Source: an optimization exercise on an open RTL-to-GDS flow (aim: small area). Production flows keep margins and buffers that such runs may drop. Function was checked by simulation only, so behaviour that the tests miss may differ from the original. Power and IR drop assume default switching activity.

==> try-sierra: inputs <==
==> flow/design.v <==
module RegisterFile(we, rst, clk, data_in, data_out, data_oe, addr, enable_reg);
   input [5:0] addr;
   input we, rst, clk;
   input [31:0] data_in;
   output [31:0] data_out;
   output data_oe;
   input enable_reg;
   wire [32:0] wr;
   wire [32:0] wrn;
   wire [32:0] sel;
   wire [31:0] rowq [0:32];
   wire [32:0] rowr;
   wire [31:0] rdq;
   wire        rdr;
   wire [7:0] pa;
   wire [4:0] pb;
   wire [4:0] pbw;
   reg        live;
   always @(posedge clk or posedge rst) begin
      if (rst) live <= 1'b0;
      else     live <= 1'b1;
   end
   genvar i, j;
   generate
      for (i = 0; i < 8; i = i + 1) begin : g_pa
         assign pa[i] = (addr[2:0] == i);
      end
      for (i = 0; i < 5; i = i + 1) begin : g_pb
         assign pb[i]  = (addr[5:3] == i) & live;
         assign pbw[i] = (addr[5:3] == i) & we & ~rst;
      end
      for (i = 0; i < 33; i = i + 1) begin : g_row
         rf_ctl ctl (.clk(clk), .live(live), .a(pa[i % 8]), .b(pb[i / 8]), .bw(pbw[i / 8]),
                     .w(wr[i]), .wn(wrn[i]), .sel(sel[i]));
         rf_row row (.clk(clk), .w(wr[i]), .wn(wrn[i]), .d(data_in), .q(rowq[i]), .r(rowr[i]));
      end
      for (j = 0; j < 32; j = j + 1) begin : g_rd
         wire [32:0] col;
         for (i = 0; i < 33; i = i + 1) begin : g_col
            assign col[i] = rowq[i][j];
         end
         rf_rdbit rd (.sel(sel), .q(col), .o(rdq[j]));
      end
   endgenerate
   rf_rdbit rd_ref (.sel(sel), .q(rowr), .o(rdr));
   assign data_out = rdq ^ {32{rdr}};
   assign data_oe = ~we & enable_reg;
endmodule
module rf_ctl (
   input  wire clk,
   input  wire live,
   input  wire a,
   input  wire b,
   input  wire bw,
   output wire w,
   output wire wn,
   output wire sel
);
   reg v;
   assign wn  = ~(a & bw);
   assign w   = ~wn;
   assign sel = a & b & v;
   always @(posedge clk)
      v <= (v & live) | w;
endmodule
module rf_row (
   input  wire        clk,
   input  wire        w,
   input  wire        wn,
   input  wire [31:0] d,
   output wire [31:0] q,
   output reg         r
);
   genvar b;
   generate
      for (b = 0; b < 32; b = b + 1) begin : g_bit
         rf_bit u (.clk(clk), .w(w), .wn(wn), .d(d[b]), .q(q[b]));
      end
   endgenerate
   always @(posedge clk)
      r <= ~(r & wn);
endmodule
module rf_bit (
   input  wire clk,
   input  wire w,
   input  wire wn,
   input  wire d,
   output reg  q
);
   always @(posedge clk)
      q <= ~((q | w) & (d | wn));
endmodule
module rf_rdbit (
   input  wire [32:0] sel,
   input  wire [32:0] q,
   output wire        o
);
   wire [10:0] gn;
   genvar k;
   generate
      for (k = 0; k < 11; k = k + 1) begin : g_grp
         rf_aoi3 g (.s(sel[3*k+2:3*k]), .q(q[3*k+2:3*k]), .on(gn[k]));
      end
   endgenerate
   assign o = ~&gn;
endmodule
module rf_aoi3 (
   input  wire [2:0] s,
   input  wire [2:0] q,
   output wire       on
);
   assign on = ~|(s & q);
endmodule
==> flow/flow/run.sh <==
#!/bin/bash
# The standard ORFS layout (the standard.sh, standard synthesis included), with these
# changes:
#  - the buffers placed on the input and output ports are sky130_fd_sc_hd__buf_1 instead of
#    the cell buffer_ports picks by default (a delay buffer, clkdlybuf4s50_1);
#  - timing-driven global placement keeps no resizer changes of its own
#    (GPL_KEEP_OVERFLOW=0); the resize step after placement repairs the design.
set -euo pipefail
export BUFFER_PORTS_ARGS="-buffer_cell sky130_fd_sc_hd__buf_1"
export CTS_ARGS="-sink_clustering_enable -repair_clock_nets -buf_list {sky130_fd_sc_hd__clkbuf_4 sky130_fd_sc_hd__clkbuf_8} -sink_clustering_size 18 -sink_clustering_max_diameter 60 -dont_use_dummy_load"
export GPL_KEEP_OVERFLOW=0
bash standard.sh > standard_flow.log 2>&1
==> flow/standard.sh <==
#!/bin/bash
# synth_recipe.tcl (not shown) runs the flow's synth.tcl, then flattens the netlist and writes it again
# the make line also repeats each setting of config.mk as NAME=value (left out here)
make -C /OpenROAD-flow-scripts/flow DESIGN_CONFIG=/design/flow/config.mk WORK_HOME=/design/flow/orfs CLKGATE_MAP_FILE= SYNTH_SCRIPT=/design/flow/synth_recipe.tcl "${@:-finish}"
==> flow/config.mk <==
export PLATFORM = sky130hd
export DESIGN_NAME = RegisterFile
export DESIGN_NICKNAME = RegisterFile
export VERILOG_FILES = /design/flow/design.v
export SDC_FILE = /design/flow/constraint.sdc
export NUM_CORES = 4
export LEC_CHECK = 0
export CAP_MARGIN = 0
export CORE_MARGIN = 2
export CORE_UTILIZATION = 72
export CTS_BUF_LIST = sky130_fd_sc_hd__clkbuf_4 sky130_fd_sc_hd__clkbuf_8
export CTS_CLUSTER_DIAMETER = 60
export CTS_CLUSTER_SIZE = 18
export SLEW_MARGIN = 0
export SYNTH_HIERARCHICAL = 1
export SYNTH_MINIMUM_KEEP_SIZE = 0
==> flow/constraint.sdc <==
create_clock -name core_clock -period 8.0 [get_ports {clk}]
set_input_delay 1.6000 -clock core_clock [delete_from_list [all_inputs] [get_ports {clk}]]
set_output_delay 1.6000 -clock core_clock [all_outputs]
set_load 0.01 [all_outputs]
==> try-amber (differences from try-sierra) <==
==> flow/flow/run.sh (replaced) <==
#!/bin/bash
# The standard ORFS layout (the standard.sh, standard synthesis included), with two
# changes:
#  - the buffers placed on the input and output ports are sky130_fd_sc_hd__buf_1 instead of
#    the cell buffer_ports picks by default (a delay buffer, clkdlybuf4s50_1);
set -euo pipefail
export BUFFER_PORTS_ARGS="-buffer_cell sky130_fd_sc_hd__buf_1"
export CTS_ARGS="-sink_clustering_enable -repair_clock_nets -buf_list {sky130_fd_sc_hd__clkbuf_4 sky130_fd_sc_hd__clkbuf_8} -sink_clustering_size 15 -sink_clustering_max_diameter 60 -dont_use_dummy_load"
bash standard.sh > standard_flow.log 2>&1
Settings changed: CAP_MARGIN 0 to 20, CORE_UTILIZATION 72 to 65, CTS_CLUSTER_SIZE 18 to 15, SLEW_MARGIN 0 to 20.
==> qor summary <==
item                                                                                            try-sierra        try-amber
Run status                                                                                 failed layout checks  timing/DRC/antenna clean
Reasons for failing layout checks                                            capacitance limit, slew limit                -
Skew final                                                                                      0.01880 ns       0.05778 ns
Worst setup endpoint                                                                           data_out[5]      data_out[6]
Multi-input logic area                                                                          12590 um^2       12510 um^2
Comb pwr share                                                                                        6.0%             5.9%
Global-route track usage on met1                                                                    59.33%           58.52%
Area taken by flip-flops and latches                                                            22490 um^2       22490 um^2
Transition time at the pin with the least slew margin                                             1.501 ns         1.074 ns
Vert. Die Dim                                                                                     224.6 um         236.1 um
Reported max-cap violation count                                                                         1                0
Power attributed to sequential cells                                                               6560 uW          6550 uW
Clock edge transition at the registers on the reported setup and hold paths                        0.10 ns          0.09 ns
Share of final-layout standard cells stronger than drive strength 1                                 6.916%           7.959%
Placed Instance Area                                                                            36210 um^2       36790 um^2
Initial core utilization                                                                            73.21%           65.35%
Final cycle utilization of the critical path                                                        88.51%           88.78%
Worst hold endpoint                                                                        g_row[22].row.r  g_row[31].row.r
Met2 wire length                                                                                  49960 um         52360 um
Clock-cell share of area                                                                            2.656%           3.045%
Internal power                                                                                     7324 uW          7457 uW
First-pass GRT wire length                                                                       176900 um        184700 um
Routed length on met3                                                                             19390 um         17950 um
Hold Crit Start                                                                            g_row[22].row.r  g_row[31].row.r
Chip width                                                                                        224.6 um         236.1 um

-- afterwards: timing with drivers on the ports --
The flow's constraints put no driver on any port. The routed layouts listed below were extracted and timed again, unchanged, in two steps.
Step 1 sets driving cells, clkbuf_16 on the clock port and buf_2 on the other inputs (assumed; they add their load-dependent delay and slew).
Step 2, shift: input delay + t, output delay - t, t = (earliest + latest rising clock arrival at the registers) / 2. This alone moves slack from input paths to output paths.
a / b / c = ideal / step 1 / step 2; a / b = the first two.
run | shift t [ns] | setup WS [ns] | clock arrival spread, ns
try-sierra | 0.764 | 0.919 / 0.817 / 0.817 | 0.038 / 0.039
try-amber | 0.762 | 0.898 / 0.832 / 0.832 | 0.064 / 0.064
The setup slack of try-sierra, which loses most, moves by -0.102 ns with the drivers and by -0.102 ns with both steps.
